Source: an optimization exercise on an open RTL-to-GDS flow (aim: small area and a short achievable clock period). Production flows keep margins and buffers that such runs may drop.
No activity file was given, so power comes from the tool's default toggle rates.

==> flow/design.v <==
`timescale 1ns / 1ps
    module counterFromZeroToLimit #
    (
        parameter integer C_WIDTH = 12,
        parameter integer C_SLOW = 0
    )
    (
        output reg oSync,                       
        output reg oAct,                        
        output reg [C_WIDTH - 1 : 0] oCount,    
        output wire oZero,                      
        input wire [C_WIDTH - 1 : 0] iLenSync,
        input wire [C_WIDTH - 1 : 0] iLenBack,
        input wire [C_WIDTH - 1 : 0] iLenAct,
        input wire [C_WIDTH - 1 : 0] iLenFront,
        input wire iClk,
        input wire iRst,
        input wire iEn
    );
    reg front;
    wire back = ~(oSync | oAct | front);
    wire [C_WIDTH - 1 : 0] len = ({C_WIDTH{oSync}} & iLenSync) | ({C_WIDTH{back}} & iLenBack) |
                                 ({C_WIDTH{oAct}} & iLenAct) | ({C_WIDTH{front}} & iLenFront);
    wire [C_WIDTH - 1 : 0] countInc = oCount + 1'b1;
    wire lastNow = (countInc == len);
    wire last;
    generate
        if (C_SLOW) begin : gSlow
            reg lastReg;
            always @(posedge iClk) begin
                lastReg <= lastNow;
            end
            assign last = lastReg;
        end else begin : gFast
            assign last = lastNow;
        end
    endgenerate
    assign oZero = oSync && (oCount == 0);
    always @(posedge iClk or negedge iRst) begin
        if (!iRst) begin
            oSync <= 1'b1;
            oAct <= 1'b0;
            front <= 1'b0;
            oCount <= 0;
        end else if (iEn) begin
            if (last) begin
                oSync <= front;
                oAct <= back;
                front <= oAct;
                oCount <= 0;
            end else begin
                oCount <= countInc;
            end
        end
    end
    endmodule
`timescale 1ns / 1ps
    module lcdTimCtrlCore #
    (
        parameter integer C_HOR_WIDTH = 12,
        parameter integer C_VER_WIDTH = 12
    )
    (
        output wire oHSynch,
        output wire oVSynch,
        output wire oEnVideo,
        output wire [C_HOR_WIDTH - 1 : 0] oHAddr,
        output wire [C_VER_WIDTH - 1 : 0] oVAddr,
        input wire [C_HOR_WIDTH - 1 : 0] iHWidth,
        input wire [C_HOR_WIDTH - 1 : 0] iHBackPorch,
        input wire [C_HOR_WIDTH - 1 : 0] iHFrontPorch,
        input wire [C_HOR_WIDTH - 1 : 0] iHResolution,
        input wire iHPolarity,
        input wire [C_VER_WIDTH - 1 : 0] iVWidth,
        input wire [C_VER_WIDTH - 1 : 0] iVBackPorch,
        input wire [C_VER_WIDTH - 1 : 0] iVFrontPorch,
        input wire [C_VER_WIDTH - 1 : 0] iVResolution,
        input wire iVPolarity,
        input wire iEnVideoPolarity,
        input wire iClkPixel,
        input wire iRst,
        input wire iEn
    );
    wire hSync, hAct, hZero;
    wire [C_HOR_WIDTH - 1 : 0] hCount;
    wire vSync, vAct, vZero;
    wire [C_VER_WIDTH - 1 : 0] vCount;
    reg hPol, vPol, dePol;
    always @(posedge iClkPixel) begin
        hPol <= iHPolarity;
        vPol <= iVPolarity;
        dePol <= iEnVideoPolarity;
    end
    wire vEnabler = iEn && hZero;
    counterFromZeroToLimit #
        (
            .C_WIDTH(C_HOR_WIDTH)
        )HorizontalCounter(
            .oSync(hSync),
            .oAct(hAct),
            .oCount(hCount),
            .oZero(hZero),
            .iLenSync(iHWidth),
            .iLenBack(iHBackPorch),
            .iLenAct(iHResolution),
            .iLenFront(iHFrontPorch),
            .iClk(iClkPixel),
            .iRst(iRst),
            .iEn(iEn)
        );
    counterFromZeroToLimit #
        (
            .C_WIDTH(C_VER_WIDTH),
            .C_SLOW(1)
        )VerticalCounter(
            .oSync(vSync),
            .oAct(vAct),
            .oCount(vCount),
            .oZero(vZero),
            .iLenSync(iVWidth),
            .iLenBack(iVBackPorch),
            .iLenAct(iVResolution),
            .iLenFront(iVFrontPorch),
            .iClk(iClkPixel),
            .iRst(iRst),
            .iEn(vEnabler)
        );
    assign oHSynch = hSync ? hPol : ~hPol;
    assign oVSynch = vSync ? vPol : ~vPol;
    assign oEnVideo = (hAct && vAct) ? dePol : ~dePol;
    assign oHAddr = hCount & {C_HOR_WIDTH{hAct && vAct}};
    assign oVAddr = vCount & {C_VER_WIDTH{vAct}};
    endmodule
==> flow/config.mk <==
export PLATFORM = sky130hd
export DESIGN_NAME = lcdTimCtrlCore
export DESIGN_NICKNAME = lcdTimCtrlCore
export VERILOG_FILES = /design/flow/design.v
export SDC_FILE = /design/flow/constraint.sdc
export NUM_CORES = 4
export LEC_CHECK = 0
export CAP_MARGIN = 20
export CORE_MARGIN = 2
export CORE_UTILIZATION = 40
export SLEW_MARGIN = 20
==> flow/constraint.sdc <==
create_clock -name core_clock -period 11.0 [get_ports {iClkPixel}]
set_input_delay 2.2000 -clock core_clock [delete_from_list [all_inputs] [get_ports {iClkPixel}]]
set_output_delay 2.2000 -clock core_clock [all_outputs]
set_load 0.01 [all_outputs]
standard.sh (not shown) runs the stock make flow with config.mk's settings and CLKGATE_MAP_FILE= SYNTH_SCRIPT=/design/flow/synth_recipe.tcl, a recipe that flattens the netlist after the stock synthesis.
==> flow/flow/run.sh <==
#!/bin/bash
# Own flow: the standard layout (standard.sh) with two changes:
#  - the port buffers are small buffers instead of the default delay cells;
#  - the timing repair aims for more setup slack than the clock needs.
# Each ORFS step writes its full log under orfs/logs/.
export BUFFER_PORTS_ARGS="-buffer_cell sky130_fd_sc_hd__buf_1"
export SETUP_SLACK_MARGIN=7.8
bash standard.sh > standard.log 2>&1
Change:
--- a/flow/design.v
+++ b/flow/design.v
@@ -20,18 +20,27 @@
     reg front;
     wire back = ~(oSync | oAct | front);
-    wire [C_WIDTH - 1 : 0] len = ({C_WIDTH{oSync}} & iLenSync) | ({C_WIDTH{back}} & iLenBack) |
-                                 ({C_WIDTH{oAct}} & iLenAct) | ({C_WIDTH{front}} & iLenFront);
     wire [C_WIDTH - 1 : 0] countInc = oCount + 1'b1;
-    wire lastNow = (countInc == len);
     wire last;
+    wire step = iEn && last;
     generate
         if (C_SLOW) begin : gSlow
+            wire [C_WIDTH - 1 : 0] len = ({C_WIDTH{oSync}} & iLenSync) | ({C_WIDTH{back}} & iLenBack) |
+                                         ({C_WIDTH{oAct}} & iLenAct) | ({C_WIDTH{front}} & iLenFront);
             reg lastReg;
             always @(posedge iClk) begin
-                lastReg <= lastNow;
+                lastReg <= (countInc == len);
             end
             assign last = lastReg;
         end else begin : gFast
-            assign last = lastNow;
+            wire [C_WIDTH - 1 : 0] lenNext = ({C_WIDTH{front}} & iLenSync) | ({C_WIDTH{oSync}} & iLenBack) |
+                                             ({C_WIDTH{back}} & iLenAct) | ({C_WIDTH{oAct}} & iLenFront);
+            reg [C_WIDTH - 1 : 0] len;
+            always @(posedge iClk) begin
+                if (!iRst)
+                    len <= iLenSync;
+                else if (step)
+                    len <= lenNext;
+            end
+            assign last = (countInc == len);
         end
     endgenerate
What happened:
- die area grows by about 9%
- wire length shrinks by about 8%
- count of clock-buffer cells in the layout shrinks by 1
- cell area goes down by about 7%
- flip-flop and latch count rose by 12
- worst hold slack stays flat
- power climbs by about 50%
- utilization shrinks by 8.9 points
- synthesized area increases by 9.5%
No functional check of the RTL was part of any run of this note.

## separate check: timing with driven ports
Ports are ideal in the flow. The routed layouts listed here were re-timed in OpenROAD. Step 1 sets driving cells, clkbuf_16 on the clock port and buf_2 on the other inputs (assumed; they add their load-dependent delay and slew). Step 2, shift: input delay + t, output delay - t, t = (earliest + latest rising clock arrival at the registers) / 2. This alone moves slack from input paths to output paths. a / b / c = ideal ports / drivers / drivers and shift; a / b = the first two.
| run | shift t [ns] | setup slack, ns | worst setup path at the end | worst register clock-pin slew, ns | cell pins on the clock port's net |
|---|---|---|---|---|---|
| the first run | 0.322 | 6.920 / 6.932 / 6.611 | input to register | 0.07 / 0.07 | 1 |
| the second run | 0.327 | 7.542 / 7.510 / 7.335 | input to register | 0.09 / 0.09 | 1 |
After both steps setup and hold are still met in every run listed. The setup slack of the first run, which loses most, moves by +0.012 ns with the drivers and by -0.309 ns with both steps.
